Context: an optimization exercise on an open-source flow, tuned for small area, a short achievable clock period and few clock cycles per item. The choices shown serve that exercise and are no tape-out recipe.
Where RTL was checked, it was by simulation tests only, not by an equivalence proof against the original.
Only the layout flow was run in runs 3 to 10; the RTL was not checked for function there.

<file path="run.sh">
#!/bin/bash
# synth_recipe.tcl (not shown) runs the flow's synth.tcl, then flattens the netlist and writes it again
# the make line also repeats each setting of config.mk as NAME=value (left out here)
make -C /OpenROAD-flow-scripts/flow DESIGN_CONFIG=/design/flow/config.mk WORK_HOME=/design/flow/orfs CLKGATE_MAP_FILE= SYNTH_SCRIPT=/design/flow/synth_recipe.tcl finish
</file>
<file path="config.mk">
export PLATFORM = sky130hd
export DESIGN_NAME = simon128_256
export DESIGN_NICKNAME = simon128_256
export VERILOG_FILES = /design/flow/design.v
export SDC_FILE = /design/flow/constraint.sdc
export NUM_CORES = 4
export LEC_CHECK = 0
export CAP_MARGIN = 20
export CORE_MARGIN = 2
export CORE_UTILIZATION = 40
export SLEW_MARGIN = 20
export SYNTH_MEMORY_MAX_BITS = 8192
</file>
<file path="constraint.sdc">
create_clock -name core_clock -period 5.0 [get_ports {clk}]
set_input_delay 1.0000 -clock core_clock [delete_from_list [all_inputs] [get_ports {clk}]]
set_output_delay 1.0000 -clock core_clock [all_outputs]
set_load 0.01 [all_outputs]
</file>
<file path="design.v">
`timescale 1ns / 1ps
module simon128_256 (
  input  wire          clk       ,
  input  wire          rst       ,
  input  wire          key_valid ,
  output logic         key_ready ,
  input  wire  [255:0] key       ,
  input  wire          in_valid  ,
  output logic         in_ready  ,
  input  wire  [127:0] in_data   ,
  output logic         out_valid ,
  input  wire          out_ready ,
  output logic [127:0] out_data
);
  localparam integer R = 4;            
  localparam integer N = 72 / R;       
  localparam logic [61:0] Z4 = 62'b11010001111001101011011000100000010111000011001010010011101111;
  function automatic logic zbit(input integer i);
    zbit = Z4[61 - (i % 62)];
  endfunction
  function automatic logic [63:0] rol(input logic [63:0] v, input integer n);
    rol = (v << n) | (v >> (64 - n));
  endfunction
  function automatic logic [63:0] ror(input logic [63:0] v, input integer n);
    ror = (v >> n) | (v << (64 - n));
  endfunction
  logic [255:0] kreg;        
  logic [255:0] ks;          
  logic [ 63:0] x, y;        
  logic         busy;
  logic [  5:0] cnt;
  logic         last;
  assign key_ready = 1'b1;
  assign in_ready  = ~busy & ~out_valid;
  assign out_data  = {x, y};
  assign last      = (cnt == N - 1);
  logic [R-1:0] zc;
  always_comb begin
    zc = '0;
    for (int c = 0; c < N; c++)
      if (cnt == c)
        for (int j = 0; j < R; j++)
          zc[j] = zbit(R * c + j);
  end
  logic [63:0] w [0:R+3];
  logic [63:0] t [0:R-1];
  always_comb begin
    for (int j = 0; j < 4; j++) w[j] = ks[64*j +: 64];
    for (int j = 0; j < R; j++) begin
      t[j]   = ror(w[j+3], 3) ^ w[j+1];
      w[j+4] = ~w[j] ^ t[j] ^ ror(t[j], 1) ^ {63'd0, zc[j]} ^ 64'd3;
    end
  end
  logic [63:0] xs [0:R];
  logic [63:0] ys [0:R];
  always_comb begin
    xs[0] = x;
    ys[0] = y;
    for (int j = 0; j < R; j++) begin
      xs[j+1] = ys[j] ^ (rol(xs[j], 1) & rol(xs[j], 8)) ^ rol(xs[j], 2) ^ w[j];
      ys[j+1] = xs[j];
    end
  end
  always_ff @(posedge clk) begin
    if (key_valid) kreg <= key;
  end
  always_ff @(posedge clk) begin
    if (in_ready) begin
      x  <= in_data[127:64];
      y  <= in_data[ 63: 0];
    end else if (busy) begin
      x  <= xs[R];
      y  <= ys[R];
    end
  end
  always_ff @(posedge clk) begin
    if (in_ready) ks <= kreg;
    else          ks <= {w[R+3], w[R+2], w[R+1], w[R]};
  end
  always_ff @(posedge clk) begin
    if (rst) begin
      busy      <= 1'b0;
      out_valid <= 1'b0;
      cnt       <= '0;
    end else begin
      if (in_ready) begin
        busy <= in_valid;
        cnt  <= '0;
      end else if (busy) begin
        cnt <= cnt + 1'b1;
        if (last) begin
          busy      <= 1'b0;
          out_valid <= 1'b1;
        end
      end else if (out_ready) begin
        out_valid <= 1'b0;
      end
    end
  end
endmodule
</file>
==> results of run 1 <==
[flip-flops by register name, summed over array words and instances, names as in the netlist]
| register | flops |
|---|---|
| kreg | 256 |
| ks | 256 |
| out_valid | 1 |
| busy | 1 |
| y | 64 |
| x | 64 |
| cnt | 6 |
[synthesized netlist by cell type (16+ instances only)]
master	n
xor3_1	31
nand3_1	46
o21ai_0	96
xor2_1	333
xnor3_1	236
nand2_1	389
nor2_1	313
xnor2_2	70
buf_2	47
o21ai_1	16
a21o_1	37
xnor2_1	793
clkbuf_1	125
edfxtp_1	384
dfxtp_1	264
a31oi_1	44
a21oi_1	177
[metal layers]
metal / wire (um) / global-route usage, % / vias to the layer above
met1: 62300 / 36.5 / 14200
met3: 12000 / 5.93 / 225
met4: 5150 / 8.83 / 2
li1: - / - / 13000
met2: 67800 / 43.5 / 1155
met5: 10 / 0 / -
[layout make-up]
class	instances	area share, %
well taps	1380	3.40
inverters	8	0.0738
repair buffers	538	10.7
clock inverters	52	1.11
clock buffers	96	4.26
flip-flops and latches	648	33.1
multi-input cells	2773	47.4
[cell families after synthesis]
| kind of cell | synth area share (%) |
|---|---|
| mux | 0.420 |
| compound gates | 5.52 |
| other cells | 0.00898 |
| fa+ha+maj | 0.120 |
| flops | 40.3 |
| xor+xnor | 43.4 |
| buf+inv | 1.95 |
| simple gates | 8.30 |
[worst max path at each step]
stage	slack [ns]	cells after the start	startpoint	end
final	1.17	7	x[22]	x[35]
after global routing	1.12	8	x[20]	x[26]
after CTS	1.23	8	x[38]	x[51]
after detailed placement	1.26	8	x[38]	x[51]
after global placement	1.17	8	x[20]	x[26]
after floorplan	0.79	2	busy	x[0]
[per-stage QoR]
stage | instances | cell area, um^2 | setup WS (ns)
2_1_floorplan | 3614 | 41700 | 0.792
3_3_place_gp | 5347 | 48100 | 1.17
3_5_place_dp | 5347 | 48100 | 1.26
4_1_cts | 5495 | 50800 | 1.23
5_1_grt | 5495 | 50800 | 1.12
6_report | 5495 | 50800 | 1.17
[worst max-delay path, stage by stage (launching register included)]
cell and delay (ns):
edfxtp_1 0.65, xnor3_1 0.69, xnor2_1 0.22, xnor2_1 0.72, nand2_1 0.27, xor2_1 0.67, or3b_1 0.21, a31oi_1 0.09
==> out/metrics.cfg, run 1 <==
[routing]
vias = 28500
drt_wl_total_um = 147000
drt-wirelength-per-cell_um = 26.8
ant_nets = 0
drtPass1Iterations = 5
drcViolationCount = 0
drt_iter0_markers = 2588
vias_per_cell = 5.19

[synthesis]
synth_cell_type_count = 72
syn_area_um2 = 41700
yosysTopAreaCellShare_pct = 27.6
yosys-top-cells-area = edfxtp_1, xnor2_1, xnor3_1, dfxtp_1, xor2_1
yosysSeqAreaShare_pct = 40.3
synth_nets = 4007
synth-main-ff-cell = edfxtp_1
postSynthCellCount = 3614
yosys_warnings = 5
ys_ff_latch = 648
synth-edff-count = 384
avgSynthCellArea_um2 = 11.5
yosysTopAreaCell = edfxtp_1
synth_async_sr_flop_share_pct = 0

[hold_path]
min_to = ks[124]
hold_start = kreg[124]
hold_depth = 2
hold_class = flip-flop to flip-flop

[clock_network]
cts.hold.buffers_added = 0
htree_num_levels = 3
clk_latency_ns = 0.67
cts_buffer_depth = 3
cts_made_buffers = 79
postCtsSetupBuffers = 0
cts-resized-gates = 0
cts.sinks = 648
clock-root-buffer = clkbuf_16
cts_tree = yes
clkTransAtPathRegs_ns = 0.06

[sta]
hold_ws_ns = 0.432
worst_clock_skew_ns = 0.0310
tns_ns = 0
drv_slew = 0
finalSetupViolations = 0
rsz0062_at_grt = no
worstMarginPinSlew_ns = 1.02
hold_viol = 0
max_freq_ghz = 0.261
min_period_ns = 3.83
max_slew_margin_pct = 31.7
post-route-period-util_pct = 76.5

[critical_path]
crit_fanout = 5
r2r_start = x[22]
critPathCaptureType = flip-flop
cp.arrival_ns = 4.19
critPathLaunchType = flip-flop
crit_required_ns = 5.36
reg2reg_slack_ns = 1.17
worstSetupPathType = flip-flop to flip-flop
r2r_cells = 7
r2r-end = x[35]

[placement]
numPortBuffers = 518
dp.final_hpwl_um = 116000
gp_congestion = 0.941

[floorplan]
core_area_um2 = 103000
start_util_pct = 40.3
die_h_um = 327
num_io_pins = 520
die_area_um2 = 107000
die_w_um = 327
row_count = 118

[final_layout]
final_cell_mix = xnor2_1, clkdlybuf4s50_1, nand2_1
fin_util_pct = 49.1
multi_input_area_um2 = 24100
drive_gt1_share_pct = 7.17
regArea_um2 = 16800
fillCellCount = 9434
final_nets = 4441
final_common_cell = xnor2_1
antennaDiodeCount = 0
areaGrowthSynthToFinish_pct = 21.8

[global_route]
antenna_found_initial = 3
grt.total_usage_pct = 27.1
grt_pass1_wl_um = 207000
gr-total-overflow = 0
grt_pass1_vias = 28700
grt_max_degree = 152

[job]
maxCapViolCount = 0

[outcome]
status = no timing/DRC/antenna violations

Testbench counts, summed over its fixed seeds: cycles 2,896, items 144.
==> run 2: changes to the inputs <==
--- a/design.v
+++ b/design.v
@@ -12,7 +12,7 @@
   input  wire          out_ready ,
   output logic [127:0] out_data
 );
-  localparam integer R = 4;            
+  localparam integer R = 3;            
   localparam integer N = 72 / R;       
   localparam logic [61:0] Z4 = 62'b11010001111001101011011000100000010111000011001010010011101111;
   function automatic logic zbit(input integer i);
==> out/metrics.cfg, run 2 <==
[clock_network]
clock-root-buffer = clkbuf_16
clk_latency_ns = 0.63
htree_num_levels = 3
cts_tree = yes
cts_buffer_depth = 3
cts.sinks = 648
cts-resized-gates = 0
cts_made_buffers = 78
cts.hold.buffers_added = 0
clkTransAtPathRegs_ns = 0.06
postCtsSetupBuffers = 0

[critical_path]
critPathCaptureType = output port
critPathLaunchType = flip-flop
slowest_delay_ns = 0.56
cp.arrival_ns = 2.51
critPathBufInv = 2
worstSetupPathType = flip-flop to output port
r2r_start = x[38]
crit_fanout = 64
crit_required_ns = 4.00
reg2reg_slack_ns = 1.76
r2r_cells = 7
slowest_stage = clkdlybuf4s50_1
r2r-end = x[42]
path_delay_family = buffers and inverters
crit_chain = or2_4, inv_8, clkdlybuf4s50_1

[sta]
worstMarginPinSlew_ns = 1.27
drv_slew = 0
min_period_ns = 3.51
tns_ns = 0
post-route-period-util_pct = 70.1
worst_clock_skew_ns = 0.0412
max_freq_ghz = 0.285
max_slew_margin_pct = 15.3
finalSetupViolations = 0
rsz0062_at_grt = no
hold_viol = 0

[final_layout]
areaGrowthSynthToFinish_pct = 26.2
largest_registers = kreg (256), ks (256)
final_common_cell = xnor2_1
stdcell_count = 4811
antennaDiodeCount = 0
final_nets = 3994
drive_gt1_share_pct = 4.53
fin_util_pct = 50.9
final_cell_mix = xnor2_1, nand2_1, clkdlybuf4s50_1

[floorplan]
num_io_pins = 520
die_w_um = 297
core_area_um2 = 85000
die_area_um2 = 88100
die_h_um = 297
row_count = 107
start_util_pct = 40.3

[synthesis]
ys_ff_latch = 648
yosysSeqAreaShare_pct = 49.0
avgSynthCellArea_um2 = 11.0
yosys_warnings = 5
yosys-top-cells-area = edfxtp_1, xnor2_1, dfxtp_1, nand2_1, xnor3_1
synth-edff-count = 384
yosysTopAreaCell = edfxtp_1
postSynthCellCount = 3105
syn_area_um2 = 34300
yosysMostFrequentCell = xnor2_1
synth_cell_type_count = 45
synth_async_sr_flop_share_pct = 0
synth_common_cells = xnor2_1, nand2_1, edfxtp_1, xor2_1, dfxtp_1
synth-main-ff-cell = edfxtp_1
synth_nets = 3498
yosysTopAreaCellShare_pct = 33.6

[global_route]
grt_max_degree = 180
antenna_found_initial = 2
gr-total-overflow = 0
grt.total_usage_pct = 25.4
grt_pass1_wl_um = 165000
grt_pass1_vias = 24300

[routing]
drtPass1Iterations = 7
drt_iter0_markers = 1925
vias_per_cell = 4.95
drcViolationCount = 0
drt_wl_total_um = 114000
drt-wirelength-per-cell_um = 23.8
ant_nets = 0
vias = 23800

[job]
maxCapViolCount = 0

[placement]
dp.final_hpwl_um = 87900
dp_cells = 4665
gp_congestion = 0.896
numPortBuffers = 518

[hold_path]
hold_depth = 2
min_to = ks[59]
hold_start = kreg[59]
hold_class = flip-flop to flip-flop

[outcome]
status = no timing/DRC/antenna violations

==> run 2: cells by family after synthesis <==
family | Yosys count | synth area share [%]
simple gates | 908 | 10.1
mux | 14 | 0.456
compound gates | 242 | 3.64
xor+xnor | 1168 | 35.3
other cells | 1 | 0.0109
fa+ha+maj | 4 | 0.146
buf+inv | 120 | 1.35
flops | 648 | 49.0
==> run 2: metal layers <==
layer,GRT usage (%),part of all wire (%),wire (um)
met5,0,0.021,24
met4,8.05,3.2,3620
met3,4.63,6.6,7550
met2,41.8,47,54000
met1,33.9,43,49200
==> run 2: cell type report <==
cell class / count / area (um^2)
Sequential cell: 648 / 16800
Clock buffer: 107 / 2180
Fill cell: 7715 / 41700
Tap cell: 1144 / 1430
Multi-Input combinational cell: 2337 / 17000
Clock inverter: 39 / 452
Timing Repair Buffer: 529 / 5340
Inverter: 7 / 33.8
==> run 2: stage by stage <==
step	area [um^2]	setup WS, ns	hold WS, ns
6_report	43300	1.49	0.429
5_1_grt	43300	1.34	0.450
4_1_cts	43300	1.47	0.431
3_5_place_dp	40600	1.88	0.417
3_3_place_gp	40600	1.80	0.416
2_1_floorplan	34300	0.793	0.408
==> run 2: how the worst max path moves through the flow <==
stage          start  slack, ns        to  depth (start not counted)
3_3_place_gp   x[38]       1.80     x[42]                          7
6_report        busy       1.49  in_ready                          3
3_5_place_dp   x[38]       1.88     x[42]                          7
2_1_floorplan   busy       0.79      x[0]                          2
5_1_grt         busy       1.34  in_ready                          3
4_1_cts         busy       1.47  in_ready                          3
==> run 2: worst reg2reg max path, stage by stage, from the launching register on <==
cell	delay, ns
edfxtp_1	0.61
nand2_1	0.14
xnor3_1	0.51
xnor2_1	0.21
xnor2_1	0.83
nand2_1	0.32
xnor2_1	0.26
o21ai_0	0.09
Testbench counts of run 2, summed over its fixed seeds: cycles 3,760, items 144.
==> run 3: changes to the inputs <==
--- a/design.v
+++ b/design.v
@@ -27,11 +27,12 @@
   logic [255:0] kreg;        
   logic [255:0] ks;          
   logic [ 63:0] x, y;        
-  logic         busy;
+  logic         idle;        
+  logic         busy;        
   logic [  5:0] cnt;
   logic         last;
   assign key_ready = 1'b1;
-  assign in_ready  = ~busy & ~out_valid;
+  assign in_ready  = idle;
   assign out_data  = {x, y};
   assign last      = (cnt == N - 1);
   logic [R-1:0] zc;
@@ -65,7 +66,7 @@
     if (key_valid) kreg <= key;
   end
   always_ff @(posedge clk) begin
-    if (in_ready) begin
+    if (idle) begin
       x  <= in_data[127:64];
       y  <= in_data[ 63: 0];
     end else if (busy) begin
@@ -74,27 +75,31 @@
     end
   end
   always_ff @(posedge clk) begin
-    if (in_ready) ks <= kreg;
+    if (idle) ks <= kreg;
     else          ks <= {w[R+3], w[R+2], w[R+1], w[R]};
   end
   always_ff @(posedge clk) begin
     if (rst) begin
+      idle      <= 1'b1;
       busy      <= 1'b0;
       out_valid <= 1'b0;
-      cnt       <= '0;
     end else begin
-      if (in_ready) begin
+      if (idle) begin
+        idle <= ~in_valid;
         busy <= in_valid;
-        cnt  <= '0;
       end else if (busy) begin
-        cnt <= cnt + 1'b1;
         if (last) begin
           busy      <= 1'b0;
           out_valid <= 1'b1;
         end
       end else if (out_ready) begin
         out_valid <= 1'b0;
+        idle      <= 1'b1;
       end
     end
   end
+  always_ff @(posedge clk) begin
+    if (!busy) cnt <= '0;
+    else       cnt <= cnt + 1'b1;
+  end
 endmodule
==> out/metrics.cfg, run 3 <==
[floorplan]
start_util_pct = 40.3
die_h_um = 297
die_area_um2 = 87900
num_io_pins = 520
die_w_um = 297
core_area_um2 = 85000
row_count = 107

[final_layout]
final_nets = 3575
largest_registers = kreg (256), ks (256)
stdcell_count = 4391
areaGrowthSynthToFinish_pct = 26.7
drive_gt1_share_pct = 10.6
final_common_cell = xnor2_1
final_cell_mix = xnor2_1, clkdlybuf4s50_1, edfxtp_1
antennaDiodeCount = 0

[routing]
drcViolationCount = 0
vias_per_cell = 4.97
drt-wirelength-per-cell_um = 25.1
vias = 21800
ant_nets = 0
drt_wl_total_um = 110000
drtPass1Iterations = 5
drt_iter0_markers = 1566

[sta]
rsz0062_at_grt = no
finalSetupViolations = 0
tns_ns = 0
hold_viol = 0
drv_slew = 0
post-route-period-util_pct = 61.8
worst_clock_skew_ns = 0.0192
worstMarginPinSlew_ns = 1.11
max_freq_ghz = 0.323
min_period_ns = 3.09
max_slew_margin_pct = 26.3

[critical_path]
slowest_delay_ns = 0.80
crit_required_ns = 4.00
r2r_cells = 7
critPathLaunchType = flip-flop
reg2reg_slack_ns = 1.93
cp.arrival_ns = 2.09
worstSetupPathType = flip-flop to output port
path_delay_family = flip-flops
critPathBufInv = 1
slowest_stage = dfxtp_4
r2r_start = x[19]
r2r-end = x[36]
cp.depth = 1
critPathCaptureType = output port
crit_fanout = 52
cp-startpoint = idle
crit_chain = clkdlybuf4s50_1

[placement]
dp_cells = 4246
numPortBuffers = 518
dp.final_hpwl_um = 86000
gp_congestion = 0.917

[hold_path]
hold_start = kreg[241]
hold_class = flip-flop to flip-flop
min_to = ks[241]
hold_depth = 2

[outcome]
status = no timing/DRC/antenna violations

[synthesis]
synth_simple_gate_area_share_pct = 4.55
yosysSeqAreaShare_pct = 49.2
synth_compound_area_share_pct = 2.85
ys_ff_latch = 649
synth_fa_ha_area_share_pct = 0.146
synth_nets = 3042
yosys_warnings = 5
synth_xor_area_share_pct = 35.1
synth-main-ff-cell = edfxtp_1
synth_mux_area_share_pct = 7.05
postSynthCellCount = 2649
synth_cell_type_count = 41
avgSynthCellArea_um2 = 12.9
yosysTopAreaCellShare_pct = 33.7
yosysMostFrequentCell = xnor2_1
yosys-top-cells-area = edfxtp_1, xnor2_1, dfxtp_1, xnor3_1, xor2_1
syn_area_um2 = 34200
synth_common_cells = xnor2_1, edfxtp_1, xor2_1, nand2_1, dfxtp_1
synth-edff-count = 384
yosysTopAreaCell = edfxtp_1
synth_top_family_by_area = XOR/XNOR gates
synth_async_sr_flop_share_pct = 0

[clock_network]
cts-resized-gates = 0
htree_num_levels = 3
cts.hold.buffers_added = 0
cts_made_buffers = 78
cts.sinks = 649
clk_latency_ns = 0.63
cts_buffer_depth = 3
clock-root-buffer = clkbuf_16
clkTransAtPathRegs_ns = 0.06
cts_tree = yes
postCtsSetupBuffers = 0

[job]
maxCapViolCount = 0

[global_route]
grt_pass1_wl_um = 156000
antenna_found_initial = 5
gr-total-overflow = 0
grt_max_degree = 182
grt_pass1_vias = 22900
grt.total_usage_pct = 24.6

==> run 3: layout make-up <==
cell class	instances	area, um^2
inverters	22	87.6
clock inverters	35	412
multi-input cells	1904	17000
flip-flops and latches	649	16800
fillers	7422	41600
well taps	1144	1430
repair buffers	527	5320
clock buffers	110	2260
==> run 3: cell families after synthesis <==
logic type               after synthesis
XOR/XNOR                            1099
flip-flops                           649
AND/OR/NAND/NOR                      397
multiplexers                         216
AO/OA/AOI/OAI                        187
buffers and inverters                 96
adder cells (fa/ha/maj)                4
other                                  1
==> run 3: metal layers <==
metal,global-route usage (%),wire [um],vias to the layer above
met4,6.82,2880,2
met5,0,9,-
met2,41.0,52600,804
met1,32.9,47200,10800
met3,4.38,7390,150
li1,-,-,10100
==> run 3: how the worst max path moves through the flow <==
stage                     slack [ns]        to
after floorplan                 0.70      x[0]
after global placement          1.95     x[43]
after detailed placement        1.99     x[36]
after CTS                       1.88  in_ready
after global routing            1.82     x[36]
final                           1.91  in_ready
==> run 3: metrics by stage <==
step | area (um^2) | util [%] | setup slack, ns | hold slack (ns)
floorplan | 34200 | - | 0.701 | 0.422
global placement | 40700 | 47.9 | 1.95 | 0.444
detailed placement | 40700 | 47.9 | 1.99 | 0.435
CTS | 43400 | 51.0 | 1.88 | 0.458
global route | 43400 | 51.0 | 1.82 | 0.482
finish | 43400 | 51.0 | 1.91 | 0.454
==> run 4: changes to the inputs <==
--- a/design.v
+++ b/design.v
@@ -12,7 +12,7 @@
   input  wire          out_ready ,
   output logic [127:0] out_data
 );
-  localparam integer R = 3;            
+  localparam integer R = 2;            
   localparam integer N = 72 / R;       
   localparam logic [61:0] Z4 = 62'b11010001111001101011011000100000010111000011001010010011101111;
   function automatic logic zbit(input integer i);
==> flow/run.sh (new file) <==
#!/bin/bash
set -euo pipefail
export BUFFER_PORTS_ARGS="-buffer_cell sky130_fd_sc_hd__buf_1"
bash standard.sh finish > standard_flow.log 2>&1
==> standard.sh (new file) <==
#!/bin/bash
# synth_recipe.tcl (not shown) runs the flow's synth.tcl, then flattens the netlist and writes it again
# the make line also repeats each setting of config.mk as NAME=value (left out here)
make -C /OpenROAD-flow-scripts/flow DESIGN_CONFIG=/design/flow/config.mk WORK_HOME=/design/flow/orfs CLKGATE_MAP_FILE= SYNTH_SCRIPT=/design/flow/synth_recipe.tcl "${@:-finish}"
removed: run.sh
==> out/metrics.cfg, run 4 <==
[outcome]
status = no timing/DRC/antenna violations

[synthesis]
synth_fa_ha_area_share_pct = 0.169
yosysTopAreaCellShare_pct = 38.9
yosysSeqAreaShare_pct = 56.8
synth_compound_area_share_pct = 2.54
synth_simple_gate_area_share_pct = 4.05
yosys_warnings = 5
yosys-top-cells-area = edfxtp_1, dfxtp_1, xnor2_1, mux2_2, xor2_1
avgSynthCellArea_um2 = 14.0
yosysMostFrequentCell = xnor2_1
postSynthCellCount = 2122
synth-edff-count = 384
yosysTopAreaCell = edfxtp_1
syn_area_um2 = 29600
synth_xor_area_share_pct = 24.5
ys_ff_latch = 649
synth_cell_type_count = 49
synth_mux_area_share_pct = 11.0
synth_async_sr_flop_share_pct = 0
synth_nets = 2515
synth-main-ff-cell = edfxtp_1
synth_common_cells = xnor2_1, edfxtp_1, mux2_2, dfxtp_1, nand2_1
synth_top_family_by_area = XOR/XNOR gates

[critical_path]
cp-startpoint = x[38]
slowest_delay_ns = 0.63
cp.arrival_ns = 1.47
path_delay_family = flip-flops
crit_required_ns = 4.00
r2r_start = idle
crit_fanout = 5
critPathCaptureType = output port
slowest_stage = edfxtp_1
worstSetupPathType = flip-flop to output port
critPathLaunchType = flip-flop
crit_chain = buf_1
critPathBufInv = 1

[final_layout]
final_nets = 3055
areaGrowthSynthToFinish_pct = 18.7
final_common_cell = buf_1
final_cell_mix = buf_1, xnor2_1, edfxtp_1
stdcell_count = 3681
largest_registers = kreg (256), ks (256)
antennaDiodeCount = 0
drive_gt1_share_pct = 16.5
fillCellCount = 6615

[clock_network]
cts_tree = yes
htree_num_levels = 3
clkTransAtPathRegs_ns = 0.06
clk_latency_ns = 0.62
cts-resized-gates = 0
cts.hold.buffers_added = 0
cts_made_buffers = 72
cts.sinks = 649
postCtsSetupBuffers = 0
cts_buffer_depth = 3
clock-root-buffer = clkbuf_16

[sta]
hold_ws_ns = 0.465
tns_ns = 0
finalSetupViolations = 0
worst_clock_skew_ns = 0.0184
max_freq_ghz = 0.405
post-route-period-util_pct = 49.4
hold_viol = 0
drv_slew = 0
worstMarginPinSlew_ns = 1.10
finalWorstSetupSlack_ns = 2.53
max_slew_margin_pct = 26.5
rsz0062_at_grt = no
min_period_ns = 2.47

[job]
maxCapViolCount = 0

[floorplan]
num_io_pins = 520
die_area_um2 = 76300
die_h_um = 276
die_w_um = 276
core_area_um2 = 73200
row_count = 99
start_util_pct = 40.5

[routing]
vias_per_cell = 4.96
drt_wl_total_um = 85800
vias = 18300
drt_iter0_markers = 1535
ant_nets = 0
drt-wirelength-per-cell_um = 23.3
drcViolationCount = 0
drtPass1Iterations = 7

[global_route]
antenna_found_initial = 4
grt_pass1_wl_um = 126000
grt_pass1_vias = 19400
grt_max_degree = 163
grt.total_usage_pct = 22.2
gr-total-overflow = 0

[placement]
gp_congestion = 0.860
numPortBuffers = 518
dp.final_hpwl_um = 64300
pre_cts_ws_ns = 2.38
dp_cells = 3547

[hold_path]
hold_start = kreg[209]
hold_class = flip-flop to flip-flop

[run 4: changes by cell type after synthesis, sizes merged, moves of 6 or more]
| cell | change |
|---|---|
| inv | -15 |
| and2 | +13 |
| a221o | +18 |
| clkbuf | -6 |
| nor3 | +19 |
| o21ai | -97 |
| xor3 | -9 |
| xnor2 | -157 |
| xnor3 | -106 |
| xor2 | -122 |
| mux2 | +88 |
| nor2 | -60 |
| mux2i | -13 |
| nand2 | -92 |
[run 4: worst paths after layout]
| path | to | slack, ns | depth (start not counted) |
|---|---|---|---|
| worst max-delay path | out_data[102] | 2.53 | 1 |
| worst min-delay path | ks[209] | 0.46 | 1 |
| worst max register to register | y[31] | 2.65 | 3 |
| worst min register to register | ks[209] | 0.46 | 1 |
[run 4: cell type report]
type	instances	area [um^2]	share of cell area (%)
sequential	649	16800	47.9
multi-input combinational	1403	12500	35.6
timing repair buffer	529	2090	5.95
clock buffer	99	2030	5.77
tap	959	1200	3.41
clock inverter	35	442	1.26
inverter	7	33.8	0.0961
[run 4: cell families after synthesis]
logic type,count (synthesis)
flip-flops,649
other,1
XOR/XNOR,705
AO/OA/AOI/OAI,119
buffers and inverters,70
adder cells (fa/ha/maj),4
AND/OR/NAND/NOR,283
multiplexers,291
[run 4: stage by stage]
| stage | util, % | area, um^2 |
|---|---|---|
| 6_report | 48.0 | 35200 |
| 3_5_place_dp | 44.7 | 32700 |
| 3_3_place_gp | 44.7 | 32700 |
| 5_1_grt | 48.0 | 35200 |
| 2_1_floorplan | - | 29600 |
| 4_1_cts | 48.0 | 35200 |
[run 4: routing by layer]
| metal | share of wire [%] | vias to the layer above | track usage (%) |
|---|---|---|---|
| met4 | 2.2 | 8 | 5.39 |
| li1 | - | 8452 | - |
| met2 | 49 | 660 | 37.5 |
| met1 | 42 | 9029 | 29.2 |
| met3 | 6.6 | 117 | 4.39 |
| met5 | 0.062 | - | 0 |
==> run 5: changes to the inputs <==
--- a/design.v
+++ b/design.v
@@ -12,7 +12,7 @@
   input  wire          out_ready ,
   output logic [127:0] out_data
 );
-  localparam integer R = 2;            
+  localparam integer R = 4;            
   localparam integer N = 72 / R;       
   localparam logic [61:0] Z4 = 62'b11010001111001101011011000100000010111000011001010010011101111;
   function automatic logic zbit(input integer i);
==> out/metrics.cfg, run 5 <==
[outcome]
status = no timing/DRC/antenna violations

[final_layout]
areaGrowthSynthToFinish_pct = 15.0
final_nets = 4215
final_cell_mix = xnor2_1, buf_1, nand2_1
largest_registers = kreg (256), ks (256)
drive_gt1_share_pct = 9.36
final_common_cell = xnor2_1
stdcell_count = 5259

[global_route]
grt_pass1_vias = 27200
grt_max_degree = 105
grt_pass1_wl_um = 202000
gr-total-overflow = 0
antenna_found_initial = 6
grt.total_usage_pct = 27.5

[sta]
worstMarginPinSlew_ns = 1.05
hold_viol = 0
drv_slew = 0
worst_clock_skew_ns = 0.0249
tns_ns = 0
post-route-period-util_pct = 84.4
rsz0062_at_grt = no
max_slew_margin_pct = 29.3
max_freq_ghz = 0.237
min_period_ns = 4.22
finalSetupViolations = 0

[clock_network]
clk_latency_ns = 0.67
cts.hold.buffers_added = 0
cts.sinks = 649
clkTransAtPathRegs_ns = 0.06
cts_buffer_depth = 3
clock-root-buffer = clkbuf_16
cts-resized-gates = 0
cts_tree = yes
postCtsSetupBuffers = 0
htree_num_levels = 3
cts_made_buffers = 81

[floorplan]
num_io_pins = 520
die_h_um = 323
start_util_pct = 40.2
die_w_um = 323
die_area_um2 = 105000
row_count = 117
core_area_um2 = 101000

[synthesis]
yosysMostFrequentCell = xnor2_1
yosys-top-cells-area = edfxtp_1, xnor2_1, xnor3_1, dfxtp_1, xor2_1
synth_async_sr_flop_share_pct = 0
yosysTopAreaCell = edfxtp_1
yosys_warnings = 5
synth-edff-count = 384
synth_common_cells = xnor2_1, nand2_1, edfxtp_1, xor2_1, dfxtp_1
synth-main-ff-cell = edfxtp_1
postSynthCellCount = 3339
yosysTopAreaCellShare_pct = 28.3
synth_cell_type_count = 52
avgSynthCellArea_um2 = 12.2
syn_area_um2 = 40800
yosysSeqAreaShare_pct = 41.2
ys_ff_latch = 649
synth_nets = 3732

[routing]
drtPass1Iterations = 6
drt-wirelength-per-cell_um = 27.7
vias_per_cell = 5.19
ant_nets = 0
vias = 27300
drt_iter0_markers = 2743
drt_wl_total_um = 146000
drcViolationCount = 0

[critical_path]
crit_fanout = 6
r2r-end = x[15]
reg2reg_slack_ns = 0.78
r2r_cells = 8
cp.arrival_ns = 4.64
critPathLaunchType = flip-flop
cp-startpoint = x[2]
crit_required_ns = 5.42
critPathCaptureType = flip-flop
r2r_start = x[2]
worstSetupPathType = flip-flop to flip-flop

[job]
maxCapViolCount = 0

[hold_path]
min_to = ks[245]
hold_depth = 2
hold_start = kreg[245]
hold_class = flip-flop to flip-flop

[placement]
dp_cells = 5107
dp.final_hpwl_um = 115000
gp_congestion = 0.926
numPortBuffers = 518

## run 5: final cells by class
cell class | instances | area (um^2)
diodes | 1 | 2.50
clock buffers | 96 | 2180
clock inverters | 55 | 596
fillers | 9482 | 54500
inverters | 8 | 42.5
multi-input cells | 2537 | 23400
flip-flops and latches | 649 | 16800
well taps | 1368 | 1710
repair buffers | 545 | 2230
## run 5: how the worst max path moves through the flow
stage | end | slack, ns | depth (start not counted)
floorplan | x[0] | 0.92 | 4
detailed placement | x[15] | 0.93 | 8
global route | x[4] | 0.80 | 8
CTS | x[15] | 0.90 | 8
finish | x[15] | 0.78 | 8
global placement | x[15] | 0.82 | 8
## run 5: metrics by stage
stage | cell area [um^2] | setup WS (ns) | hold slack (ns) | utilization (%)
final | 47000 | 0.781 | 0.444 | 46.3
after global placement | 44200 | 0.823 | 0.433 | 43.6
after CTS | 47000 | 0.904 | 0.452 | 46.3
after global routing | 47000 | 0.798 | 0.464 | 46.3
after detailed placement | 44200 | 0.926 | 0.438 | 43.6
after floorplan | 40800 | 0.917 | 0.412 | -
## run 5: worst max-delay path, cell delays in order, from the launching register on
cell and delay (ns):
edfxtp_1 0.70, nand2_1 0.14, xnor3_1 0.53, xnor2_1 0.25, xnor2_1 0.59, nand2_1 0.16
xor2_1 0.79, xnor3_1 0.53, mux2_2 0.27
## run 5: cell families (layout without fill, tap and decap cells)
| family | after synthesis | count (layout) | synth area share [%] |
|---|---|---|---|
| other | 1 | 2 | 0.00919 |
| and+or+nand+nor | 634 | 634 | 6.29 |
| adders and majority gates | 4 | 4 | 0.123 |
| DFF | 649 | 649 | 41.2 |
| AOI/OAI and AO/OA | 259 | 259 | 3.86 |
| xor gates and xnor gates | 1474 | 1474 | 42.4 |
| muxes | 165 | 165 | 4.56 |
| buffers and inverters | 153 | 704 | 1.52 |
## run 5: per-layer routing
layer | global-route usage (%) | part of all wire (%) | up-vias | wire length, um
li1 | - | - | 12300 | -
met1 | 37.6 | 43 | 13600 | 62400
met2 | 43.7 | 46 | 1194 | 66600
met3 | 5.94 | 8.7 | 192 | 12600
met4 | 7.82 | 2.9 | 6 | 4160
met5 | 0 | 0.023 | - | 34
==> run 6: changes to the inputs <==
--- a/design.v
+++ b/design.v
@@ -12,7 +12,7 @@
   input  wire          out_ready ,
   output logic [127:0] out_data
 );
-  localparam integer R = 4;            
+  localparam integer R = 3;            
   localparam integer N = 72 / R;       
   localparam logic [61:0] Z4 = 62'b11010001111001101011011000100000010111000011001010010011101111;
   function automatic logic zbit(input integer i);
==> out/metrics.cfg, run 6 <==
[outcome]
status = no timing/DRC/antenna violations

[floorplan]
row_count = 107
num_io_pins = 520
start_util_pct = 40.3
die_h_um = 297
core_area_um2 = 85000
die_area_um2 = 87900
die_w_um = 297

[routing]
vias_per_cell = 4.94
ant_nets = 0
drtPass1Iterations = 5
drt_iter0_markers = 1604
drt-wirelength-per-cell_um = 24.6
drt_wl_total_um = 108000
vias = 21700
drcViolationCount = 0

[critical_path]
r2r-end = x[3]
r2r_start = x[63]
crit_required_ns = 5.35
crit_fanout = 5
r2r_cells = 7
critPathLaunchType = flip-flop
slowest_delay_ns = 0.79
worstSetupPathType = flip-flop to flip-flop
reg2reg_slack_ns = 1.78
cp.arrival_ns = 3.57
critPathCaptureType = flip-flop
crit_top_cell = xnor2_1
slowest_stage = xnor2_1
path_delay_family = XOR/XNOR gates
crit_chain = nand2_1, xnor3_1, xnor2_1, xnor2_1, nor2_1, xnor2_1, o21ai_0
critPathBufInv = 0

[global_route]
gr-total-overflow = 0
grt_pass1_vias = 22100
grt_max_degree = 165
antenna_found_initial = 9
grt_pass1_wl_um = 152000
grt.total_usage_pct = 24.3

[placement]
numPortBuffers = 518
pre_cts_ws_ns = 1.86
dp.final_hpwl_um = 85200
gp_congestion = 0.890
dp_cells = 4258
post_dp_cell_area_um2 = 37500

[sta]
rsz0062_at_grt = no
post-route-period-util_pct = 64.3
finalWorstSetupSlack_ns = 1.78
tns_ns = 0
max_freq_ghz = 0.311
finalSetupViolations = 0
max_slew_margin_pct = 29.8
worst_clock_skew_ns = 0.0264
worstMarginPinSlew_ns = 1.05
drv_slew = 0
hold_viol = 0
min_period_ns = 3.22

[job]
maxCapViolCount = 0

[hold_path]
hold_class = flip-flop to flip-flop
min_to = ks[229]
hold_start = kreg[229]
hold_depth = 2

[clock_network]
htree_num_levels = 3
cts-resized-gates = 0
cts_made_buffers = 74
cts_buffer_depth = 3
clkTransAtPathRegs_ns = 0.07
clock-root-buffer = clkbuf_16
cts.hold.buffers_added = 0
cts_tree = yes
postCtsSetupBuffers = 0
cts.sinks = 649
clk_latency_ns = 0.64

[synthesis]
synth-main-ff-cell = edfxtp_1
yosys_warnings = 5
synth_common_cells = xnor2_1, edfxtp_1, xor2_1, nand2_1, dfxtp_1
yosysTopAreaCellShare_pct = 33.7
synth_nets = 3042
syn_area_um2 = 34200
postSynthCellCount = 2649
avgSynthCellArea_um2 = 12.9
yosysTopAreaCell = edfxtp_1
yosys-top-cells-area = edfxtp_1, xnor2_1, dfxtp_1, xnor3_1, xor2_1
synth_async_sr_flop_share_pct = 0
yosysSeqAreaShare_pct = 49.2
ys_ff_latch = 649
yosysMostFrequentCell = xnor2_1
synth_cell_type_count = 41
synth-edff-count = 384

[final_layout]
fillCellCount = 7880
areaGrowthSynthToFinish_pct = 16.9
stdcell_count = 4393
largest_registers = kreg (256), ks (256)
final_cell_mix = xnor2_1, buf_1, edfxtp_1
stdcell_area_um2 = 40000
final_common_cell = xnor2_1
multi_input_area_um2 = 17000
drive_gt1_share_pct = 10.6
antennaDiodeCount = 0
regArea_um2 = 16800
final_nets = 3583

==> run 6: cell families after synthesis <==
logic type / Yosys count / share of synthesized area (%)
DFF: 649 / 49.2
AOI/OAI and AO/OA: 187 / 2.85
buffers and inverters: 96 / 1.07
and+or+nand+nor: 397 / 4.55
muxes: 216 / 7.05
adders and majority gates: 4 / 0.146
other: 1 / 0.0110
xor gates and xnor gates: 1099 / 35.1
==> run 6: layer usage <==
layer / vias up / routed length, um / global-route usage, %
met5: - / 44 / 0
met4: 8 / 3750 / 8.60
met2: 844 / 51300 / 39.8
met1: 10600 / 44900 / 31.8
met3: 173 / 8230 / 5.08
li1: 10100 / - / -
==> run 6: layout make-up <==
class                           count  area share [%]
Clock buffer                       96            5.01
Clock inverter                     39            1.18
Inverter                           22           0.219
Multi-Input combinational cell   1904            42.5
Sequential cell                   649            42.1
Tap cell                         1144            3.58
Timing Repair Buffer              539            5.39
==> run 6: how the worst max path moves through the flow <==
stage	startpoint	end	depth (start not counted)
finish	x[63]	x[3]	7
global route	x[0]	x[4]	7
CTS	x[63]	x[3]	7
detailed placement	x[63]	x[3]	7
global placement	x[63]	x[3]	7
floorplan	idle	x[0]	5
==> run 6: tightest hold or removal path: stages (launching register included) <==
cell	delay, ns
edfxtp_1	0.32
nand2_1	0.04
o21ai_0	0.05
==> run 6: through the flow <==
step	utilization, %	hold WS [ns]
after floorplan	-	0.422
after global placement	44.2	0.439
after detailed placement	44.2	0.436
after CTS	47.1	0.451
after global routing	47.1	0.484
final	47.1	0.446
==> run 7: changes to the inputs <==
==> run.sh (new file) <==
#!/bin/bash
# synth_recipe.tcl (not shown) runs the flow's synth.tcl, then flattens the netlist and writes it again
# the make line also repeats each setting of config.mk as NAME=value (left out here)
make -C /OpenROAD-flow-scripts/flow DESIGN_CONFIG=/design/flow/config.mk WORK_HOME=/design/flow/orfs CLKGATE_MAP_FILE= SYNTH_SCRIPT=/design/flow/synth_recipe.tcl finish
--- a/config.mk
+++ b/config.mk
@@ -5,8 +5,9 @@
 export SDC_FILE = /design/flow/constraint.sdc
 export NUM_CORES = 4
 export LEC_CHECK = 0
+export ABC_CLOCK_PERIOD_IN_PS = 2000
 export CAP_MARGIN = 20
 export CORE_MARGIN = 2
-export CORE_UTILIZATION = 40
+export CORE_UTILIZATION = 50
+export SETUP_SLACK_MARGIN = 2.8
 export SLEW_MARGIN = 20
-export SYNTH_MEMORY_MAX_BITS = 8192
removed: flow/run.sh
removed: standard.sh
==> out/metrics.cfg, run 7 <==
[outcome]
status = no timing/DRC/antenna violations

[global_route]
grt.total_usage_pct = 33.3
grt_max_degree = 186
grt_pass1_vias = 25700
antenna_found_initial = 0
gr-total-overflow = 0
grt_pass1_wl_um = 171000

[sta]
post-route-period-util_pct = 51.3
drv_slew = 0
hold_ws_ns = 0.439
finalSetupViolations = 0
max_slew_margin_pct = 37.2
hold_viol = 0
worstMarginPinSlew_ns = 0.942
min_period_ns = 2.57
rsz0062_at_grt = yes
max_freq_ghz = 0.389
worst_clock_skew_ns = 0.0278
tns_ns = 0

[critical_path]
critPathCaptureType = flip-flop
cp-startpoint = x[55]
cp.arrival_ns = 2.92
crit_fanout = 3
r2r_start = x[55]
r2r_cells = 9
crit_required_ns = 5.35
worstSetupPathType = flip-flop to flip-flop
critPathLaunchType = flip-flop

[clock_network]
clock-root-buffer = clkbuf_16
cts.hold.buffers_added = 0
clk_latency_ns = 0.65
clkTransAtPathRegs_ns = 0.06
cts_tree = yes
cts_made_buffers = 73
htree_num_levels = 3
cts_buffer_depth = 3
cts.sinks = 649

[final_layout]
final_cell_mix = buf_4, clkdlybuf4s50_1, edfxtp_1
areaGrowthSynthToFinish_pct = 60.1
stdcell_area_um2 = 54800
final_common_cell = buf_4
fin_util_pct = 81.2
drive_gt1_share_pct = 51.0
antennaDiodeCount = 0
fillCellCount = 3530
largest_registers = kreg (256), ks (256)
final_nets = 4186

[synthesis]
synth-edff-count = 384
synth_cell_type_count = 41
yosysTopAreaCellShare_pct = 33.7
syn_area_um2 = 34200
postSynthCellCount = 2649
synth_nets = 3042
yosysMostFrequentCell = xnor2_1
synth_common_cells = xnor2_1, edfxtp_1, xor2_1, nand2_1, dfxtp_1
yosys-top-cells-area = edfxtp_1, xnor2_1, dfxtp_1, xnor3_1, xor2_1
yosysSeqAreaShare_pct = 49.2
synth_async_sr_flop_share_pct = 0
avgSynthCellArea_um2 = 12.9
synth-main-ff-cell = edfxtp_1
ys_ff_latch = 649
yosys_warnings = 5
yosysTopAreaCell = edfxtp_1

[routing]
ant_nets = 0
drcViolationCount = 0
drt_wl_total_um = 128000
drt_iter0_markers = 2575
vias = 25900
drtPass1Iterations = 5
drt-wirelength-per-cell_um = 27.1
vias_per_cell = 5.48

[floorplan]
row_count = 95
core_area_um2 = 67500
die_h_um = 266
start_util_pct = 50.7
die_area_um2 = 70600
num_io_pins = 520
die_w_um = 266

[placement]
gp_congestion = 0.915
numPortBuffers = 518
post_dp_cell_area_um2 = 40600
dp.final_hpwl_um = 84100

[hold_path]
hold_depth = 2
hold_class = flip-flop to flip-flop
hold_start = kreg[93]

[job]
maxCapViolCount = 0

[run 7: cell counts after synthesis]
No cell type changed its count.
[run 7: stage by stage]
step | setup WS (ns) | cells
finish | 2.43 | 4727
global route | 2.39 | 4727
CTS | 2.48 | 4521
detailed placement | 2.13 | 3973
global placement | 2.14 | 3973
floorplan | 1.83 | 2649
[run 7: cell families (layout without fill, tap and decap cells)]
group | Yosys count | in the layout | synth area share, %
muxes | 216 | 216 | 7.05
other | 1 | 1 | 0.0110
and+or+nand+nor | 397 | 397 | 4.55
AOI/OAI and AO/OA | 187 | 187 | 2.85
buffers and inverters | 96 | 1301 | 1.07
adders and majority gates | 4 | 4 | 0.146
DFF | 649 | 649 | 49.2
xor gates and xnor gates | 1099 | 1099 | 35.1
[run 7: worst max-delay path, cell delays in order (launching register included)]
cell	delay, ns
edfxtp_1	0.42
buf_6	0.14
xor2_1	0.16
xnor3_2	0.52
xnor2_2	0.19
xnor2_2	0.23
buf_4	0.17
xnor2_2	0.08
xnor2_1	0.24
o21ai_1	0.11
[run 7: path summary, 6_finish.rpt]
kind / endpoint / slack (ns)
max: x[61] / 2.43
min reg2reg: ks[93] / 0.44
min: ks[93] / 0.44
max reg2reg: x[61] / 2.43
[run 7: layout make-up]
type / instances / area [um^2] / share of cell area [%]
clock inverters: 33 / 427 / 0.779
inverters: 22 / 88.8 / 0.162
well taps: 873 / 1090 / 1.99
flip-flops and latches: 649 / 17300 / 31.5
repair buffers: 1143 / 10800 / 19.8
clock buffers: 103 / 2030 / 3.70
multi-input cells: 1904 / 23000 / 42.1
[run 7: timing repair]
item / 4_1_cts / 5_1_grt
pin swaps: 321 / 379
endpoints found under the setup margin: 559 / 324
buffers inserted: 412 / 206
resized for setup: 1479 / 630
endpoints found under the hold margin: 0 / 0
[run 7: metal layers]
metal / up-vias / share of wire [%] / GRT usage (%)
met4: 0 / 6.1 / 14.7
met3: 361 / 8.3 / 5.95
met1: 12900 / 37 / 43.1
met2: 1426 / 49 / 55.3
li1: 11200 / - / -
met5: - / 0 / 0
==> run 8: changes to the inputs <==
==> config.mk (replaced) <==
export PLATFORM = sky130hd
export DESIGN_NAME = simon128_256
export DESIGN_NICKNAME = simon128_256
export VERILOG_FILES = /design/flow/design.v
export SDC_FILE = /design/flow/constraint.sdc
export NUM_CORES = 4
export LEC_CHECK = 0
export ABC_CLOCK_PERIOD_IN_PS = 3000
export CAP_MARGIN = 20
export CORE_MARGIN = 2
export CORE_UTILIZATION = 40
export SLEW_MARGIN = 20
==> out/metrics.cfg, run 8 <==
[routing]
drt_iter0_markers = 1566
vias_per_cell = 4.97
vias = 21800
ant_nets = 0
drtPass1Iterations = 5
drt_wl_total_um = 110000
drt-wirelength-per-cell_um = 25.1
drcViolationCount = 0

[placement]
numPortBuffers = 518
dp_cells = 4246
gp_congestion = 0.917
pre_cts_ws_ns = 1.99
dp.final_hpwl_um = 86000
post_dp_cell_area_um2 = 40700

[sta]
hold_ws_ns = 0.454
worstMarginPinSlew_ns = 1.11
max_slew_margin_pct = 26.3
hold_viol = 0
tns_ns = 0
finalWorstSetupSlack_ns = 1.91
rsz0062_at_grt = no
finalSetupViolations = 0
worst_clock_skew_ns = 0.0192
drv_slew = 0
max_freq_ghz = 0.323
post-route-period-util_pct = 61.8
min_period_ns = 3.09

[synthesis]
postSynthCellCount = 2649
synth_common_cells = xnor2_1, edfxtp_1, xor2_1, nand2_1, dfxtp_1
yosys-top-cells-area = edfxtp_1, xnor2_1, dfxtp_1, xnor3_1, xor2_1
yosysTopAreaCellShare_pct = 33.7
yosys_warnings = 5
synth_nets = 3042
synth-edff-count = 384
synth_async_sr_flop_share_pct = 0
avgSynthCellArea_um2 = 12.9
synth_cell_type_count = 41
yosysSeqAreaShare_pct = 49.2
yosysMostFrequentCell = xnor2_1
yosysTopAreaCell = edfxtp_1
synth-main-ff-cell = edfxtp_1
ys_ff_latch = 649
syn_area_um2 = 34200

[hold_path]
hold_depth = 2
min_to = ks[241]
hold_start = kreg[241]
hold_class = flip-flop to flip-flop

[global_route]
antenna_found_initial = 5
grt_max_degree = 182
grt_pass1_wl_um = 156000
gr-total-overflow = 0
grt.total_usage_pct = 24.6
grt_pass1_vias = 22900

[final_layout]
final_cell_mix = xnor2_1, clkdlybuf4s50_1, edfxtp_1
drive_gt1_share_pct = 10.6
fillCellCount = 7422
regArea_um2 = 16800
areaGrowthSynthToFinish_pct = 26.7
largest_registers = kreg (256), ks (256)
antennaDiodeCount = 0
multi_input_area_um2 = 17000
fin_util_pct = 51.0
final_common_cell = xnor2_1
final_nets = 3575
stdcell_count = 4391
stdcell_area_um2 = 43400

[clock_network]
cts_buffer_depth = 3
clock-root-buffer = clkbuf_16
htree_num_levels = 3
cts_made_buffers = 78
cts-resized-gates = 0
cts_tree = yes
cts.hold.buffers_added = 0
clk_latency_ns = 0.63
clkTransAtPathRegs_ns = 0.06
postCtsSetupBuffers = 0
cts.sinks = 649

[outcome]
status = no timing/DRC/antenna violations

[critical_path]
worstSetupPathType = flip-flop to output port
r2r-end = x[36]
cp.arrival_ns = 2.09
critPathLaunchType = flip-flop
slowest_stage = dfxtp_4
crit_chain = clkdlybuf4s50_1
crit_required_ns = 4.00
critPathCaptureType = output port
path_delay_family = flip-flops
critPathBufInv = 1
r2r_start = x[19]
reg2reg_slack_ns = 1.93
cp.depth = 1
r2r_cells = 7
slowest_delay_ns = 0.80
crit_fanout = 52

[floorplan]
row_count = 107
core_area_um2 = 85000
die_h_um = 297
die_area_um2 = 87900
die_w_um = 297
start_util_pct = 40.3
num_io_pins = 520

[job]
maxCapViolCount = 0

-- run 8: cell counts after synthesis --
Identical to the previous run, type by type.
-- run 8: cell families (layout without fill, tap and decap cells) --
logic type,after synthesis,count (layout),synth area share (%)
fa+ha+maj,4,4,0.146
compound gates,187,187,2.85
buf+inv,96,694,1.07
flops,649,649,49.2
simple gates,397,397,4.55
xor+xnor,1099,1099,35.1
other cells,1,1,0.0110
mux,216,216,7.05
-- run 8: area by class of cell --
cell class / instances / area share (%)
Multi-Input combinational cell: 1904 / 39.3
Sequential cell: 649 / 38.8
Timing Repair Buffer: 527 / 12.3
Clock buffer: 110 / 5.20
Tap cell: 1144 / 3.30
Clock inverter: 35 / 0.949
Inverter: 22 / 0.202
-- run 8: how the worst max path moves through the flow --
stage	to	slack (ns)	from
after floorplan	x[0]	0.70	idle
after CTS	in_ready	1.88	idle
final	in_ready	1.91	idle
after global routing	x[36]	1.82	x[25]
after detailed placement	x[36]	1.99	x[25]
after global placement	x[43]	1.95	x[39]
-- run 8: routing by layer --
| metal | vias to the layer above | global-route usage, % | wire length (um) |
|---|---|---|---|
| met5 | - | 0 | 9 |
| met4 | 2 | 6.82 | 2880 |
| met3 | 150 | 4.38 | 7390 |
| met2 | 804 | 41.0 | 52600 |
| met1 | 10800 | 32.9 | 47200 |
| li1 | 10100 | - | - |
==> run 9: changes to the inputs <==
--- a/design.v
+++ b/design.v
@@ -29,7 +29,7 @@
   logic [ 63:0] x, y;        
   logic         idle;        
   logic         busy;        
-  logic [  5:0] cnt;
+  logic [  5:0] cnt;         
   logic         last;
   assign key_ready = 1'b1;
   assign in_ready  = idle;
@@ -39,14 +39,16 @@
   always_comb begin
     zc = '0;
     for (int c = 0; c < N; c++)
-      if (cnt == c)
+      if ((idle ? 6'd0 : cnt) == c)
         for (int j = 0; j < R; j++)
           zc[j] = zbit(R * c + j);
   end
+  logic [255:0] ksi;
   logic [63:0] w [0:R+3];
   logic [63:0] t [0:R-1];
   always_comb begin
-    for (int j = 0; j < 4; j++) w[j] = ks[64*j +: 64];
+    ksi = idle ? kreg : ks;
+    for (int j = 0; j < 4; j++) w[j] = ksi[64*j +: 64];
     for (int j = 0; j < R; j++) begin
       t[j]   = ror(w[j+3], 3) ^ w[j+1];
       w[j+4] = ~w[j] ^ t[j] ^ ror(t[j], 1) ^ {63'd0, zc[j]} ^ 64'd3;
@@ -55,8 +57,8 @@
   logic [63:0] xs [0:R];
   logic [63:0] ys [0:R];
   always_comb begin
-    xs[0] = x;
-    ys[0] = y;
+    xs[0] = idle ? in_data[127:64] : x;
+    ys[0] = idle ? in_data[ 63: 0] : y;
     for (int j = 0; j < R; j++) begin
       xs[j+1] = ys[j] ^ (rol(xs[j], 1) & rol(xs[j], 8)) ^ rol(xs[j], 2) ^ w[j];
       ys[j+1] = xs[j];
@@ -66,17 +68,13 @@
     if (key_valid) kreg <= key;
   end
   always_ff @(posedge clk) begin
-    if (idle) begin
-      x  <= in_data[127:64];
-      y  <= in_data[ 63: 0];
-    end else if (busy) begin
-      x  <= xs[R];
-      y  <= ys[R];
+    if (!out_valid) begin
+      x <= xs[R];
+      y <= ys[R];
     end
   end
   always_ff @(posedge clk) begin
-    if (idle) ks <= kreg;
-    else          ks <= {w[R+3], w[R+2], w[R+1], w[R]};
+    ks <= {w[R+3], w[R+2], w[R+1], w[R]};
   end
   always_ff @(posedge clk) begin
     if (rst) begin
@@ -99,7 +97,7 @@
     end
   end
   always_ff @(posedge clk) begin
-    if (!busy) cnt <= '0;
-    else       cnt <= cnt + 1'b1;
+    if (idle) cnt <= 6'd1;
+    else      cnt <= cnt + 1'b1;
   end
 endmodule
--- a/config.mk
+++ b/config.mk
@@ -5,8 +5,8 @@
 export SDC_FILE = /design/flow/constraint.sdc
 export NUM_CORES = 4
 export LEC_CHECK = 0
-export ABC_CLOCK_PERIOD_IN_PS = 3000
 export CAP_MARGIN = 20
 export CORE_MARGIN = 2
 export CORE_UTILIZATION = 40
 export SLEW_MARGIN = 20
+export SYNTH_MEMORY_MAX_BITS = 8192
==> out/metrics.cfg, run 9 <==
[final_layout]
final_common_cell = xnor2_1
multi_input_area_um2 = 22900
drive_gt1_share_pct = 8.20
largest_registers = kreg (256), ks (256)
fillCellCount = 8987
final_cell_mix = xnor2_1, clkdlybuf4s50_1, xor2_1
areaGrowthSynthToFinish_pct = 22.4
final_nets = 4154
fin_util_pct = 49.5
regArea_um2 = 16800

[critical_path]
r2r_start = idle
cp-startpoint = in_data[122]
crit_required_ns = 5.40
cp.arrival_ns = 4.31
critPathCaptureType = flip-flop
critPathLaunchType = input pin
worstSetupPathType = input pin to flip-flop
crit_fanout = 5

[sta]
finalSetupViolations = 0
hold_viol = 0
drv_slew = 0
max_slew_margin_pct = 19.2
min_period_ns = 3.91
worstMarginPinSlew_ns = 1.18
rsz0062_at_grt = no
max_freq_ghz = 0.256
hold_ws_ns = 0.501
post-route-period-util_pct = 78.3
worst_clock_skew_ns = 0.0355
tns_ns = 0

[synthesis]
synth_async_sr_flop_share_pct = 0
yosys-top-cells-area = edfxtp_1, xnor2_1, dfxtp_1, xnor3_1, xor2_1
synth_nets = 3625
ys_ff_latch = 649
synth-main-ff-cell = edfxtp_1
yosys_warnings = 5
yosysMostFrequentCell = xnor2_1
yosysTopAreaCellShare_pct = 28.4
syn_area_um2 = 40600
synth_common_cells = xnor2_1, xor2_1, edfxtp_1, dfxtp_1, mux2i_1
synth_cell_type_count = 62
yosysSeqAreaShare_pct = 41.5
postSynthCellCount = 3235
avgSynthCellArea_um2 = 12.5
synth-edff-count = 384
yosysTopAreaCell = edfxtp_1

[routing]
ant_nets = 0
vias = 27000
drcViolationCount = 0
drt-wirelength-per-cell_um = 26.7
drt_wl_total_um = 139000
drtPass1Iterations = 6
drt_iter0_markers = 2250
vias_per_cell = 5.20

[outcome]
status = no timing/DRC/antenna violations

[clock_network]
cts_buffer_depth = 3
clock-root-buffer = clkbuf_16
cts_tree = yes
cts-resized-gates = 0
cts.sinks = 649
postCtsSetupBuffers = 0
clk_latency_ns = 0.67
cts_made_buffers = 79
clkTransAtPathRegs_ns = 0.06
htree_num_levels = 3
cts.hold.buffers_added = 0

[job]
maxCapViolCount = 0

[floorplan]
start_util_pct = 40.4
core_area_um2 = 100000
num_io_pins = 520
die_w_um = 322
die_h_um = 322
die_area_um2 = 104000
row_count = 116

[global_route]
grt-busiest-layer = met2
met1_usage_pct = 35.7
antenna_found_initial = 3
grt_util_met2_pct = 43.2
global_route.usage.met3_pct = 4.67
grt_max_degree = 177
grt.total_usage_pct = 26.3
grt_pass1_vias = 27100
gr-total-overflow = 0
grt_pass1_wl_um = 195000

[placement]
dp.final_hpwl_um = 110000
gp_congestion = 0.901
numPortBuffers = 518

[hold_path]
hold_class = flip-flop to flip-flop
hold_start = busy

-- run 9: through the flow --
stage,cells,setup WS (ns),cell area [um^2]
4_1_cts,5187,1.22,49600
3_3_place_gp,5040,0.463,47100
5_1_grt,5187,1.06,49600
6_report,5188,1.09,49600
2_1_floorplan,3235,1.68,40600
3_5_place_dp,5040,0.538,47100
-- run 9: area by class of cell --
type / instances / area share [%]
antenna: 1 / 0.00504
clock buffer: 114 / 4.63
clock inverter: 33 / 0.512
inverter: 27 / 0.247
multi-input combinational: 2459 / 46.2
sequential: 649 / 33.9
tap: 1357 / 3.42
timing repair buffer: 548 / 11.0
-- run 9: critical path, stage by stage --
cell             delay, ns
clkdlybuf4s50_1       0.83
nand2_1               0.14
xnor3_1               0.36
mux2i_1               0.88
a21oi_1               0.26
xnor3_1               0.46
nand2_1               0.20
xnor2_1               0.18
-- run 9: per-layer routing --
metal | share of wire, % | vias up | wire length [um]
li1 | - | 12300 | -
met4 | 2.6 | 4 | 3590
met5 | 0.016 | - | 22
met2 | 47 | 1045 | 65400
met1 | 43 | 13400 | 60200
met3 | 6.9 | 191 | 9570
-- run 9: logic make-up (layout without fill, tap and decap cells) --
family	after synthesis	count (layout)	synth area share (%)
compound gates	324	324	5.52
flops	649	649	41.5
mux	344	344	8.96
simple gates	441	441	5.09
xor+xnor	1348	1348	36.9
other cells	1	2	0.00925
fa+ha+maj	1	1	0.0308
buf+inv	127	722	1.93
-- run 9: worst paths after layout --
kind              depth (start not counted)  slack (ns)         to
setup reg to reg                          8        1.12      x[31]
hold reg to reg                           2        0.50  out_valid
hold / removal                            2        0.50  out_valid
setup / recovery                          8        1.09       x[4]
==> run 10: changes to the inputs <==
--- a/config.mk
+++ b/config.mk
@@ -5,8 +5,8 @@
 export SDC_FILE = /design/flow/constraint.sdc
 export NUM_CORES = 4
 export LEC_CHECK = 0
+export ABC_AREA = 1
 export CAP_MARGIN = 20
 export CORE_MARGIN = 2
 export CORE_UTILIZATION = 40
 export SLEW_MARGIN = 20
-export SYNTH_MEMORY_MAX_BITS = 8192
==> out/metrics.cfg, run 10 <==
[placement]
pre_cts_ws_ns = 0.779
numPortBuffers = 518
gp_congestion = 1.00
dp.final_hpwl_um = 139000
post_dp_cell_area_um2 = 48400
dp_cells = 7968

[global_route]
gr-total-overflow = 0
grt-busiest-layer = met2
grt_util_met2_pct = 51.4
global_route.usage.met3_pct = 4.78
grt.total_usage_pct = 31.3
met1_usage_pct = 42.2
grt_max_degree = 106
antenna_found_initial = 4
grt_pass1_vias = 38900
grt_pass1_wl_um = 248000

[sta]
post-route-period-util_pct = 84.3
worstMarginPinSlew_ns = 1.07
max_freq_ghz = 0.237
rsz0062_at_grt = no
drv_slew = 0
worst_clock_skew_ns = 0.0189
min_period_ns = 4.21
finalWorstSetupSlack_ns = 0.787
tns_ns = 0
hold_viol = 0
hold_ws_ns = 0.510
finalSetupViolations = 0
max_slew_margin_pct = 28.1

[synthesis]
synth-main-ff-cell = edfxtp_1
yosysSeqAreaShare_pct = 40.5
yosys-top-cells-area = edfxtp_1, nand2_1, dfxtp_1, nand3_1, inv_1
yosys_warnings = 5
synth_async_sr_flop_share_pct = 0
synth_nets = 6485
yosysTopAreaCell = edfxtp_1
synth_cell_type_count = 38
yosysTopAreaCellShare_pct = 27.8
avgSynthCellArea_um2 = 6.81
syn_area_um2 = 41500
postSynthCellCount = 6095
synth_common_cells = nand2_1, nand3_1, inv_1, edfxtp_1, dfxtp_1
synth-edff-count = 384
yosysMostFrequentCell = nand2_1
ys_ff_latch = 649

[job]
maxCapViolCount = 0

[clock_network]
cts.sinks = 649
clkTransAtPathRegs_ns = 0.07
clk_latency_ns = 0.67
postCtsSetupBuffers = 0
clock-root-buffer = clkbuf_16
cts.hold.buffers_added = 0
cts-resized-gates = 0
cts_buffer_depth = 3
cts_tree = yes
cts_made_buffers = 81
htree_num_levels = 3

[final_layout]
areaGrowthSynthToFinish_pct = 23.5
antennaDiodeCount = 0
stdcell_area_um2 = 51300
final_nets = 7062
stdcell_count = 8119
final_common_cell = nand2_1
drive_gt1_share_pct = 5.09
final_cell_mix = nand2_1, nand3_1, inv_1
fin_util_pct = 49.7
fillCellCount = 10300
multi_input_area_um2 = 21800
largest_registers = kreg (256), ks (256)
regArea_um2 = 16800

[routing]
drcViolationCount = 0
drt_iter0_markers = 4190
drt-wirelength-per-cell_um = 21.1
drt_wl_total_um = 171000
vias = 42200
ant_nets = 0
vias_per_cell = 5.20
drtPass1Iterations = 6

[critical_path]
critPathCaptureType = flip-flop
slowest_stage = xnor2_1
crit_chain = inv_8, buf_12, nand2_1, nand2_1, nand2_1, xor2_1, xnor2_1, nand3_1, nand2_1, nand2_1, nand2_1, nand2_1, nand2_1, nand3_1, nand2_1, inv_1
cp.arrival_ns = 4.64
crit_required_ns = 5.43
worstSetupPathType = flip-flop to flip-flop
crit_top_cell = nand2_1
critPathLaunchType = flip-flop
crit_fanout = 93
slowest_delay_ns = 0.61

[floorplan]
core_area_um2 = 103000
die_area_um2 = 106000
start_util_pct = 40.2
die_h_um = 326
row_count = 118
die_w_um = 326
num_io_pins = 520

[hold_path]
hold_class = flip-flop to flip-flop

[outcome]
status = no timing/DRC/antenna violations

## run 10: critical path: cells and delay by family (launching register included)
family / cells / cell delay, ns
simple gates: 11 / 1.62
buf+inv: 3 / 0.90
xor+xnor: 2 / 0.83
flops: 1 / 0.51
## run 10: final cells by class
class                      instances  share of cell area (%)
clock buffer                     111                    4.51
clock inverter                    39                    1.03
inverter                         609                    4.48
multi-input combinational       4741                    42.4
sequential                       649                    32.8
tap                             1380                    3.37
timing repair buffer             590                    11.4
## run 10: cells by family (layout without fill, tap and decap cells)
group / after synthesis / after routing / synth area share (%)
compound gates: 231 / 231 / 2.90
flops: 649 / 649 / 40.5
simple gates: 4149 / 4149 / 41.5
other cells: 1 / 1 / 0.00903
fa+ha+maj: 1 / 1 / 0.0301
buf+inv: 705 / 1349 / 7.07
xor+xnor: 359 / 359 / 7.99
## run 10: routing by layer
layer  up-vias  wire length (um)  share of wire, %
met4         4              5940               3.5
li1      20600                 -                 -
met1     19600             74000                43
met2      1728             78300                46
met5         -                27             0.016
met3       282             12800               7.5
## run 10: path summary, 6_finish.rpt
path              from         to  slack, ns  depth (start not counted)
hold reg to reg   busy  out_valid       0.51                          2
hold / removal    busy  out_valid       0.51                          2
setup reg to reg  idle      x[36]       0.79                         16
setup / recovery  idle      x[36]       0.79                         16

-- what the ideal ports hide --
The results above use ideal ports. As a check the final layouts listed here were re-extracted and re-timed, cells and wires unchanged. Step 1 (the two cells are an assumption about what drives the block):
set clk [get_ports {clk}]
set_driving_cell -lib_cell sky130_fd_sc_hd__clkbuf_16 $clk
set_driving_cell -lib_cell sky130_fd_sc_hd__buf_2 [delete_from_list [all_inputs] $clk]
Step 2 times the ports against the registers' clock, not the clock port: input delays grow and output delays shrink by t, the midpoint of the rising clock arrivals with the driver on. a / b / c = ideal / step 1 / step 2; a / b = the first two.
run	shift t [ns]	setup slack, ns	slew at the worst register clock pin (ns)	worst data-port slew with drivers (ns)
run 1	0.728	1.175 / 1.175 / 1.175	0.07 / 0.07	0.17
run 2	0.676	1.494 / 1.430 / 1.759	0.06 / 0.06	0.15
run 3	0.691	1.909 / 1.843 / 1.927	0.06 / 0.06	0.15
run 4	0.673	2.529 / 2.467 / 2.348	0.06 / 0.06	0.12
run 5	0.726	0.781 / 0.781 / 0.781	0.07 / 0.07	0.11
run 6	0.691	1.783 / 1.783 / 1.783	0.07 / 0.07	0.15
run 7	0.697	2.433 / 2.433 / 2.433	0.07 / 0.07	0.05
run 8	0.691	1.909 / 1.843 / 1.927	0.06 / 0.06	0.15
run 9	0.722	1.086 / 1.088 / 0.366	0.06 / 0.06	0.17
run 10	0.734	0.787 / 0.787 / 0.673	0.07 / 0.07	0.07
After both steps setup and hold are still met in every run listed. For run 9, which loses most, drivers alone change the setup slack by +0.002 ns; drivers and shift together by -0.720 ns.
